From an optimization exercise on the open Yosys and OpenROAD flow, aimed at small area, a short achievable clock period and few clock cycles; shortcuts taken in it are not production practice. RTL that was checked went through simulation tests only; none was proved equivalent to the original. No functional check of the RTL was part of run 1.

[design/flow/config.mk]
export PLATFORM = sky130hd
export DESIGN_NAME = JAM
export DESIGN_NICKNAME = JAM
export VERILOG_FILES = /design/flow/design.v
export SDC_FILE = /design/flow/constraint.sdc
export NUM_CORES = 4
export LEC_CHECK = 0
export CAP_MARGIN = 20
export CORE_MARGIN = 2
export CORE_UTILIZATION = 40
export PLACE_DENSITY = 0.6
export SLEW_MARGIN = 20
[design/flow/constraint.sdc]
create_clock -name core_clock -period 4.5 [get_ports {CLK}]
set_input_delay 0.9000 -clock core_clock [delete_from_list [all_inputs] [get_ports {CLK}]]
set_output_delay 0.9000 -clock core_clock [all_outputs]
set_load 0.01 [all_outputs]
[design/flow/design.v]
module JAM (
    input CLK,
    input RST,
    output [2:0] W,
    output [2:0] J,
    input [6:0] Cost,
    output [3:0] MatchCount,
    output [9:0] MinCost,
    output Valid
);
    localparam [2:0] P1 = 3'd0, P2 = 3'd1, GAP = 3'd2, GAP2 = 3'd5, GAP3 = 3'd6, DFS = 3'd3, DONE = 3'd4;
    reg [2:0]  ph;
    reg [5:0]  t;           
    reg [5:0]  tq;          
    reg        qp;          
    reg        qv;          
    reg [6:0]  Creg;        
    reg        pendq;       
    reg        pend;        
    reg [6:0]  u [0:7];
    reg [6:0]  v [0:7];
    reg [7:0]  tb;          
    reg [63:0] tm;          
    reg [9:0]  lb0;         
    reg [9:0]  lb [1:6];    
    reg [10:0] S;           
    reg [6:0]  U;           
    reg [6:0]  V;           
    reg [9:0]  best;
    reg [3:0]  cnt;
    reg [2:0]  js [0:6];    
    reg [2:0]  nj [0:6];    
    reg [6:0]  nr;          
    reg [6:0]  lastf;       
    reg [7:0]  used;
    reg        jv;          
    reg        rd;          
    reg        upd;         
    assign Valid = (ph == DONE);
    assign MinCost = best;
    assign MatchCount = cnt;
    wire [2:0] hi = t[5:3];
    wire [2:0] lo = t[2:0];
    assign W = (ph == P2) ? lo : hi;
    assign J = (ph == P2) ? hi : lo;
    integer i, a, b;
    function [2:0] lowest;
        input [7:0] m;
        begin
            casez (m)
                8'b???????1: lowest = 3'd0;
                8'b??????10: lowest = 3'd1;
                8'b?????100: lowest = 3'd2;
                8'b????1000: lowest = 3'd3;
                8'b???10000: lowest = 3'd4;
                8'b??100000: lowest = 3'd5;
                8'b?1000000: lowest = 3'd6;
                default:     lowest = 3'd7;
            endcase
        end
    endfunction
    wire       indfs = (ph == DFS);
    wire [2:0] k = hi;
    wire [2:0] j = lo;
    wire [2:0] kp1 = k + 3'd1;
    wire [2:0] qhi = tq[5:3];
    wire [2:0] qlo = tq[2:0];
    wire [6:0] udn = u[indfs ? kp1 : lo];            
    wire       qfirst = (qlo == 3'd0);
    wire       qlast  = (qlo == 3'd7);
    wire [6:0] umin = (qfirst || Creg < U) ? Creg : U;
    wire       vlt = qfirst || Creg < V;
    wire       veq = !qfirst && Creg == V;
    wire [6:0] vmin = vlt ? Creg : V;
    wire [7:0] qbit = 8'd1 << qlo;
    wire [7:0] tbn = vlt ? qbit : veq ? (tb | qbit) : tb;
    wire       leaf = (k == 3'd7);
    wire [7:0] jbit = 8'd1 << j;
    wire [7:0] above = 8'hfe << j;
    wire [7:0] Tk  = tm[{k, 3'd0} +: 8];
    wire [7:0] Tk1 = tm[{kp1, 3'd0} +: 8];
    wire [10:0] room = S + {4'd0, U} + {4'd0, V};
    wire       rneg = room[10];
    wire       rbig = !rneg && (room[9:7] != 3'd0);
    wire       le = rbig || (!rneg && Cost <= room[6:0]);
    wire       eq = !rneg && !rbig && (Cost == room[6:0]);
    wire [10:0] sgd = room - {4'd0, Cost};             
    wire       sok = !S[10];
    wire       nzk = sok && (S != 11'd0);
    wire [7:0] m0 = Tk & ~used & above & {8{sok}};
    wire [7:0] m1a = ~Tk & ~used & {8{nzk}};
    wire [7:0] m1b = m1a & above;
    wire       st_v = jv && (rd ? (m1b != 8'd0) : (m0 != 8'd0 || m1a != 8'd0));
    wire [2:0] st_j = rd ? lowest(m1b) : (m0 != 8'd0) ? lowest(m0) : lowest(m1a);
    wire       st_r = rd || (m0 == 8'd0);
    wire [7:0] usedn = used | jbit;
    wire [7:0] d0 = Tk1 & ~usedn;
    wire       d0v = (d0 != 8'd0);
    wire [2:0] dn_j = d0v ? lowest(d0) : lowest(~usedn);
    wire       desc = jv && !leaf && le && !(eq && !d0v);
    wire       better = jv && leaf && le && !eq;
    wire [7:0] below = ~(8'hff << k);                  
    wire [7:0] openl = {1'b0, ~lastf} & below;
    wire       popok = (openl != 8'd0);
    reg  [2:0] pl;
    always @(*) begin
        pl = 3'd0;
        for (a = 0; a < 7; a = a + 1) if (openl[a]) pl = a;
    end
    reg  [7:0] freed;       
    always @(*) begin
        freed = 8'd0;
        for (b = 0; b < 7; b = b + 1)
            if (b >= pl && b < k) freed = freed | (8'd1 << js[b]);
    end
    wire [2:0] pj = nj[pl];
    wire [9:0] lbp = (pl == 3'd0) ? lb0 : lb[pl];
    wire [2:0] fj = (tm[7:0] != 8'd0) ? lowest(tm[7:0]) : 3'd0;
    wire [2:0] vs = indfs ? (st_v ? st_j : pj) : fj;
    wire [6:0] vstay = v[vs];
    wire [6:0] vdown = v[dn_j];
    wire [6:0] upop = u[pl];
    always @(posedge CLK or posedge RST) begin
        if (RST) begin
            ph <= P1;
            t <= 6'd0;
            qv <= 1'b0;
        end else begin
            qv <= (ph == P1) || (ph == P2);
            case (ph)
                P1: begin
                    t <= t + 6'd1;
                    if (t == 6'd63) ph <= P2;
                end
                P2: begin
                    t <= t + 6'd1;
                    if (t == 6'd63) ph <= GAP;
                end
                GAP: ph <= GAP2;
                GAP2: ph <= GAP3;
                GAP3: begin
                    ph <= DFS;
                    t <= {3'd0, fj};
                end
                DFS: begin
                    if (upd || better) ;
                    else if (desc) t <= {kp1, dn_j};
                    else if (st_v) t <= {k, st_j};
                    else if (!popok) ph <= DONE;
                    else t <= {pl, pj};
                end
                default: ;
            endcase
        end
    end
    always @(posedge CLK) begin
        Creg <= (ph == P2) ? Cost - udn : Cost;
        tq <= t;
        qp <= (ph != P1);
        pend <= qv && qlast;
        pendq <= qp;
        if (pend) lb0 <= lb0 + {3'd0, pendq ? V : U};
        if (qv && !qp) begin
            U <= umin;
            if (qlast) u[qhi] <= umin;
            if (tq == 6'd0) lb0 <= 10'd0;
        end
        if (qv && qp) begin
            V <= vmin;
            tb <= tbn;
            if (qlast) begin
                v[qhi] <= vmin;
                for (i = 0; i < 8; i = i + 1) tm[8*i + qhi] <= tbn[i];
            end
        end
        case (ph)
            GAP3: begin
                best <= 10'h3ff;
                S <= {1'b0, ~lb0};
                U <= u[0];
                V <= vstay;
                cnt <= 4'd0;
                used <= 8'd0;
                jv <= 1'b1;
                upd <= 1'b0;
                rd <= (tm[7:0] == 8'd0);
            end
            DFS: begin
                if (k != 3'd0 && k != 3'd7) lb[k] <= best - S[9:0];
                if (upd) begin
                    best <= best - S[9:0];
                    cnt <= 4'd1;
                    upd <= 1'b0;
                end else if (better) begin
                    S <= sgd;
                    jv <= 1'b0;
                    upd <= 1'b1;
                end else begin
                    if (jv && leaf && eq) cnt <= cnt + 4'd1;
                    if (desc) begin
                        S <= sgd;
                        U <= udn;
                        V <= vdown;
                        js[k] <= j;
                        nj[k] <= st_j;
                        nr[k] <= st_r;
                        lastf[k] <= !st_v;
                        used <= usedn;
                        rd <= !d0v;
                        jv <= 1'b1;
                    end else if (st_v) begin
                        V <= vstay;
                        rd <= st_r;
                        jv <= 1'b1;
                    end else begin
                        S <= {1'b0, best} - {1'b0, lbp};
                        U <= upop;
                        V <= vstay;
                        used <= used & ~freed;
                        rd <= nr[pl];
                        jv <= 1'b1;
                    end
                end
            end
            default: ;
        endcase
    end
endmodule
[design/flow/run.sh]
#!/bin/bash
# synth_recipe.tcl (not shown) runs the flow's synth.tcl, then flattens the netlist and writes it again
# the make line also repeats each setting of config.mk as NAME=value (left out here)
make -C /OpenROAD-flow-scripts/flow DESIGN_CONFIG=/design/flow/config.mk WORK_HOME=/design/flow/orfs CLKGATE_MAP_FILE= SYNTH_SCRIPT=/design/flow/synth_recipe.tcl finish
==> run notes, run 1 <==
outcome failed layout checks; Blocking Checks negative setup slack; worst stage delay on the critical path 0.39 ns; Required @ worst endpoint 4.83 ns; Row Count 89; CORE AREA 0.05869 sq mm; Fmax 0.2207 GHz; Non-Filler Instances 3,281; PortBufs 29; Worst Hold Depth 0; Startpoint Class flip-flop; Die Area 0.06107 sq mm; Netlist cell types 94; #FFs+latches synth 386; hold endpoint pendq; Routed WL 76,930 microns; ant diodes 0; Final Skew 0.01898 ns; hold_sp qp; FF-to-FF Start t[4]; r2r endpoint S[9]; Setup crit end kind flip-flop; pin count of the biggest net entering global routing 65; CTS Hold Bufs 0; post-synthesis adder-cell area fraction 5.864%; FF/Latch Area 0.01114 sq mm; crit path kind reg2reg; fin crit share 100.7%; CTS tree built; Final TNS setup -0.04434 ns; Synth Warn # 1; GP Congestion 0.9137; Final #Nets 2,582; # IOs 30; Mapped Area 0.02364 sq mm; drt pass-1 iters 7; crit path DAT 4.86 ns; slew margin rel. 19.70%; Syn Inst Count 2,305; antenna violations before repair 0; CP dominant cell by count o21ai_2; Final min period 4.531 ns; fillers 5,265; prevailing post-synth register cell edfxtp_1; die width 247.1 microns; area occupied by multi-input gates 0.01203 sq mm; maxcap violations 0; dpl cell area 0.02597 sq mm; Syn Nets 2,417; pins over their slew limit 0; Skew-Pair Late Insertion Delay 0.59 ns; Simple-Gate Fraction of Synth Area 14.33%; R2R setup slack -0.03 ns; Post-synth ARST share 2.591%; Hold/Removal Path Class reg2reg; slowest stage cell, crit path dfrtp_1; largest family of logic cells by synthesized area compound AO/OA/AOI/OAI gates; Clock Root Buffer clkbuf_16; vias in the first global route 19,040; Iteration-0 DRC Markers 2,094; Critical path origin t[4]; Buf+Inv Stages, Crit Path 4; htree depth 2; EDFF count, synth 336; commonest non-fill, non-tap cell in the layout edfxtp_1; CP delay by family, top compound AO/OA/AOI/OAI gates; layout cells sized above 1 17.98%; CTS max path bufs 3; Initial Util 40.29%; CTS Buf Count 46; mux contribution to synthesized area 8.870%; Area Growth Syn to Fin 19.23%; GRT Residual Overflow 0; Worst-path clk slew 0.06 ns; Synth Area in Compound Gates 18.20%; CP max FO 4; placed insts 3,162; post-DP HPWL 56,880 microns; Finished Cell Area 0.02819 sq mm; Worst R2R Path Depth 26; Clock Sinks 386; Hold Vio Cnt, Final 0; via/cell ratio 6.008; DRC 0; setup violators final 2; Die Y 247.1 microns; Synth Area in XOR/XNOR 1.482%; sequential fraction of the synthesis area 47.12%; DR WL/cell 23.45 microns; Worst-Margin Slew 1.195 ns; Syn Area/Cell 10.26 sq um; GRT Util Overall 24.96%; RSZ-0062 raised after global routing true; first-pass GRT wire length 115,800 microns; via count 19,713; most frequent cells in the layout 336 x edfxtp_1, 265 x nand2_1, 181 x buf_4, 176 x nor2_1, 173 x o21ai_0; Setup WS post-layout -0.03063 ns; DRT antenna net count 0
-- worst max path at each step --
stage | to | slack (ns) | depth (start not counted)
after floorplan | S[9] | -0.13 | 28
after global placement | S[1] | -0.07 | 18
after detailed placement | js[1][0] | -0.16 | 18
after CTS | S[9] | -0.002 | 26
after global routing | S[9] | -0.26 | 26
final | S[9] | -0.03 | 26
-- synthesized netlist by cell type (36+ instances only) --
cell | number | area share [%]
mux2i_1 | 105 | 4.4
edfxtp_1 | 336 | 43
nor2_1 | 186 | 3.0
ha_1 | 90 | 4.8
a22oi_1 | 36 | 1.1
clkbuf_1 | 80 | 1.3
nor3_1 | 46 | 0.97
a21oi_1 | 122 | 2.6
nand3_1 | 65 | 1.4
nand2_1 | 270 | 4.3
dfxtp_1 | 40 | 3.4
inv_1 | 114 | 1.8
o22ai_1 | 36 | 0.95
o21ai_0 | 183 | 3.9
-- flip-flops by register name (all words and copies together) (netlist names), 7 cells and up --
register,cells
Creg,7
S,11
U,7
V,7
best,10
js,21
lastf,7
lb,60
lb0,10
nj,21
nr,7
tb,8
tm,64
u,56
used,8
v,56
-- metal layers --
| metal | track usage, % | part of all wire, % | vias up |
|---|---|---|---|
| met4 | 9.320 | 4.0 | 0 |
| li1 | - | - | 9030 |
| met3 | 3.495 | 6.2 | 180 |
| met5 | 0 | 0 | - |
| met1 | 33.18 | 43 | 9675 |
| met2 | 41.31 | 47 | 828 |
-- area by class of cell --
type                            count  area share, %
Timing Repair Buffer              231          7.066
Multi-Input combinational cell   1688          42.69
Tap cell                          773          3.431
Clock inverter                     24          1.030
Inverter                          117          1.620
Clock buffer                       62          4.625
Sequential cell                   386          39.54
-- stage by stage --
| step | util [%] | hold WS [ns] | setup slack (ns) |
|---|---|---|---|
| detailed placement | 44.26 | 0.3940 | -0.1590 |
| global route | 48.03 | 0.4100 | -0.2619 |
| floorplan | - | 0.3726 | -0.1269 |
| CTS | 47.25 | 0.4018 | -0.001814 |
| global placement | 44.26 | 0.3902 | -0.06835 |
| finish | 48.03 | 0.4045 | -0.03063 |
-- timing repair --
| item | in CTS | in global routing |
|---|---|---|
| setup buffers | 14 | 16 |
| resized for setup | 14 | 59 |
| pin swaps | 16 | 36 |
| endpoints found under the setup margin | 83 | 97 |
| gates cloned | 0 | 2 |
-- logic make-up after synthesis --
kind of cell             after synthesis
AND/OR/NAND/NOR                      730
multiplexers                         167
XOR/XNOR                              40
buffers and inverters                231
flip-flops                           386
AO/OA/AOI/OAI                        648
adder cells (fa/ha/maj)              103
==> run 2: changes to the inputs <==
--- a/design/flow/design.v
+++ b/design/flow/design.v
@@ -8,15 +8,13 @@
     output [9:0] MinCost,
     output Valid
 );
-    localparam [2:0] P1 = 3'd0, P2 = 3'd1, GAP = 3'd2, GAP2 = 3'd5, GAP3 = 3'd6, DFS = 3'd3, DONE = 3'd4;
+    localparam [2:0] P1 = 3'd0, P2 = 3'd1, GAP = 3'd2, GAP2 = 3'd5, DFS = 3'd3, DONE = 3'd4;
     reg [2:0]  ph;
     reg [5:0]  t;           
     reg [5:0]  tq;          
     reg        qp;          
     reg        qv;          
-    reg [6:0]  Creg;        
-    reg        pendq;       
-    reg        pend;        
+    reg [6:0]  Creg;
     reg [6:0]  u [0:7];
     reg [6:0]  v [0:7];
     reg [7:0]  tb;          
@@ -65,13 +63,14 @@
     wire [2:0] kp1 = k + 3'd1;
     wire [2:0] qhi = tq[5:3];
     wire [2:0] qlo = tq[2:0];
-    wire [6:0] udn = u[indfs ? kp1 : lo];            
+    wire [6:0] udn = u[indfs ? kp1 : qlo];           
+    wire [6:0] red = Creg - udn;
     wire       qfirst = (qlo == 3'd0);
     wire       qlast  = (qlo == 3'd7);
     wire [6:0] umin = (qfirst || Creg < U) ? Creg : U;
-    wire       vlt = qfirst || Creg < V;
-    wire       veq = !qfirst && Creg == V;
-    wire [6:0] vmin = vlt ? Creg : V;
+    wire       vlt = qfirst || red < V;
+    wire       veq = !qfirst && red == V;
+    wire [6:0] vmin = vlt ? red : V;
     wire [7:0] qbit = 8'd1 << qlo;
     wire [7:0] tbn = vlt ? qbit : veq ? (tb | qbit) : tb;
     wire       leaf = (k == 3'd7);
@@ -137,8 +136,7 @@
                     if (t == 6'd63) ph <= GAP;
                 end
                 GAP: ph <= GAP2;
-                GAP2: ph <= GAP3;
-                GAP3: begin
+                GAP2: begin
                     ph <= DFS;
                     t <= {3'd0, fj};
                 end
@@ -154,27 +152,27 @@
         end
     end
     always @(posedge CLK) begin
-        Creg <= (ph == P2) ? Cost - udn : Cost;
+        Creg <= Cost;
         tq <= t;
         qp <= (ph != P1);
-        pend <= qv && qlast;
-        pendq <= qp;
-        if (pend) lb0 <= lb0 + {3'd0, pendq ? V : U};
         if (qv && !qp) begin
             U <= umin;
-            if (qlast) u[qhi] <= umin;
-            if (tq == 6'd0) lb0 <= 10'd0;
+            if (qlast) begin
+                u[qhi] <= umin;
+                lb0 <= ((qhi == 3'd0) ? 10'd0 : lb0) + {3'd0, umin};
+            end
         end
         if (qv && qp) begin
             V <= vmin;
             tb <= tbn;
             if (qlast) begin
                 v[qhi] <= vmin;
+                lb0 <= lb0 + {3'd0, vmin};
                 for (i = 0; i < 8; i = i + 1) tm[8*i + qhi] <= tbn[i];
             end
         end
         case (ph)
-            GAP3: begin
+            GAP2: begin
                 best <= 10'h3ff;
                 S <= {1'b0, ~lb0};
                 U <= u[0];
==> run notes, run 2 <==
Startpoint Class flip-flop; post-DP HPWL 63,550 microns; pin count of the biggest net entering global routing 79; PortBufs 29; #FFs+latches synth 384; Initial Util 40.37%; Finished Cell Area 0.03008 sq mm; CORE AREA 0.05891 sq mm; prevailing post-synth register cell edfxtp_1; CP delay by family, top compound AO/OA/AOI/OAI gates; most frequent cells in the layout 336 x edfxtp_1, 317 x buf_4, 233 x nand2_1, 180 x nor2_1, 129 x a21oi_1; Routed WL 85,030 microns; vias in the first global route 20,737; outcome failed layout checks; crit path kind reg2reg; Final min period 5.695 ns; Worst R2R Path Depth 32; sequential fraction of the synthesis area 46.68%; largest cells by area after synthesis edfxtp_1 42%, ha_1 5.1%, mux2i_1 4.6%; Fmax 0.1756 GHz; Worst Hold Depth 2; post-synthesis adder-cell area fraction 6.230%; Synth Area in Compound Gates 19.36%; Clock Sinks 384; Required @ worst endpoint 4.98 ns; Iteration-0 DRC Markers 2,043; slowest stage cell, crit path dfrtp_4; CTS max path bufs 3; dpl cell area 0.02732 sq mm; top-area cell type share of the netlist area 42.43%; EDFF count, synth 336; via/cell ratio 6.053; Final Skew 0.03283 ns; DR WL/cell 24.48 microns; Buf+Inv Stages, Crit Path 7; Skew-Pair Late Insertion Delay 0.59 ns; fillers 5,246; commonest non-fill, non-tap cell in the layout edfxtp_1; Row Count 89; first-pass GRT wire length 126,000 microns; antenna violations before repair 1; Synth Warn # 1; maxcap violations 0; Setup WS post-layout -1.195 ns; Worst-Margin Slew 1.177 ns; Die Area 0.06142 sq mm; mux contribution to synthesized area 7.824%; hold endpoint nr[5]; Netlist cell types 97; CTS Hold Bufs 0; slew margin rel. 21.25%; Synth Area in XOR/XNOR 1.731%; CP max FO 11; Final #Nets 2,788; crit path DAT 6.17 ns; Blocking Checks negative setup slack; Syn Area/Cell 10.15 sq um; Die Y 247.8 microns; most common library cells after synthesis 336 x edfxtp_1, 247 x nand2_1, 199 x nor2_1, 155 x o21ai_0, 153 x a21oi_1; die width 247.8 microns; drt pass-1 iters 6; Biggest register tm; hold_sp nr[5]; FF-to-FF Start t[3]; fin crit share 126.6%; DRT antenna net count 0; GRT Util Overall 27.19%; DRC 0; Clock Root Buffer clkbuf_16; ant diodes 0; max reg flops 64; RSZ-0062 raised after global routing true; Mapped Area 0.02378 sq mm; Worst-path clk slew 0.07 ns; GRT Residual Overflow 0; top flop regs tm (64), lb (60); count leader, synth edfxtp_1; setup violators final 146; Setup crit end kind flip-flop; Syn Nets 2,461; Post-synth ARST share 2.604%; layout cells sized above 1 25.51%; largest family of logic cells by synthesized area compound AO/OA/AOI/OAI gates; Simple-Gate Fraction of Synth Area 14.00%; R2R setup slack -1.20 ns; area leader, netlist edfxtp_1; Syn Inst Count 2,342; CTS Buf Count 43; via count 21,029; r2r endpoint lb0[9]; htree depth 2; GP Congestion 0.9659; worst stage delay on the critical path 0.52 ns; Area Growth Syn to Fin 26.50%; Hold/Removal Path Class reg2reg; # IOs 30; Hold Vio Cnt, Final 0; CTS tree built; pins over their slew limit 0
## run 2: metrics by stage
stage / std cells / TNS (ns) / hold WS [ns] / setup WS (ns) / util [%]
6_report: 3474 / -75.50 / 0.5621 / -1.195 / 51.07
3_5_place_dp: 3346 / -94.74 / 0.5452 / -1.307 / 46.37
3_3_place_gp: 3346 / -80.56 / 0.5417 / -1.214 / 46.37
5_1_grt: 3474 / -127.50 / 0.5971 / -1.603 / 51.07
2_1_floorplan: 2342 / -169.07 / 0.4180 / -2.240 / -
4_1_cts: 3469 / -59.40 / 0.5612 / -1.078 / 49.99
## run 2: how the worst max path moves through the flow
stage                     cells after the start      to  slack, ns  startpoint
final                                        32  lb0[9]      -1.20        t[3]
after global routing                         32  lb0[8]      -1.60       ph[2]
after CTS                                    35  lb0[8]      -1.08       ph[2]
after detailed placement                     31  lb0[8]      -1.31       ph[2]
after global placement                       32  lb0[8]      -1.21        t[3]
after floorplan                              41  lb0[9]      -2.24        t[3]
## run 2: cell families (layout without fill, tap and decap cells)
family | count (synthesis) | after routing
compound gates | 695 | 695
xor+xnor | 47 | 47
fa+ha+maj | 110 | 110
buf+inv | 232 | 591
flops | 384 | 384
mux | 160 | 160
simple gates | 714 | 714
## run 2: timing repair
item                       4_1_cts  5_1_grt
setup endpoints to repair      213      225
buffers inserted                47       13
pin swaps                       46       54
gates resized for setup        119      147
gates cloned                     3        1
## run 2: worst reg2reg max path, delay by kind of cell (launching register included)
kind                     cells  cell delay (ns)
AND/OR/NAND/NOR              6             0.59
AO/OA/AOI/OAI               14             2.30
XOR/XNOR                     2             0.35
flip-flops                   1             0.52
buffers and inverters        7             0.90
adder cells (fa/ha/maj)      3             0.92
## run 2: final cells by class
cell class	count	area [sq um]	share of cell area (%)
flip-flops and latches	384	11100	36.91
clock inverters	22	166.4	0.5532
well taps	773	967.2	3.215
clock buffers	55	1141	3.793
inverters	105	402.9	1.339
multi-input cells	1726	12700	42.21
repair buffers	409	3602	11.97
## run 2: layer usage
layer  up-vias  track usage, %  wire [microns]
met1     10308           35.10           34400
met3       208           4.369            6500
met2       984           45.04           40380
met4         2           11.89            3730
li1       9527               -               -
met5         -               0              13
Testbench counts of run 2, summed over its fixed seeds: cycles 14,703.

separate check: timing with driven ports:
The flow's constraints put no driver on any port. The routed layouts listed below were extracted and timed again, unchanged, in two steps. Step 1, drivers: a clkbuf_16 drives CLK and a buf_2 each remaining input, both assumed. Step 2 also shifts input and output timing later by t, the mid clock arrival at the registers, as if the neighbouring blocks saw the same clock. Slacks: ideal / step 1 / step 2; pairs: ideal / step 1.
| run | t, ns | setup WS [ns] | worst setup path at the end |
|---|---|---|---|
| run 1 | 0.642 | -0.031 / -0.031 / -0.031 | register to register |
| run 2 | 0.637 | -1.195 / -1.195 / -1.195 | register to register |
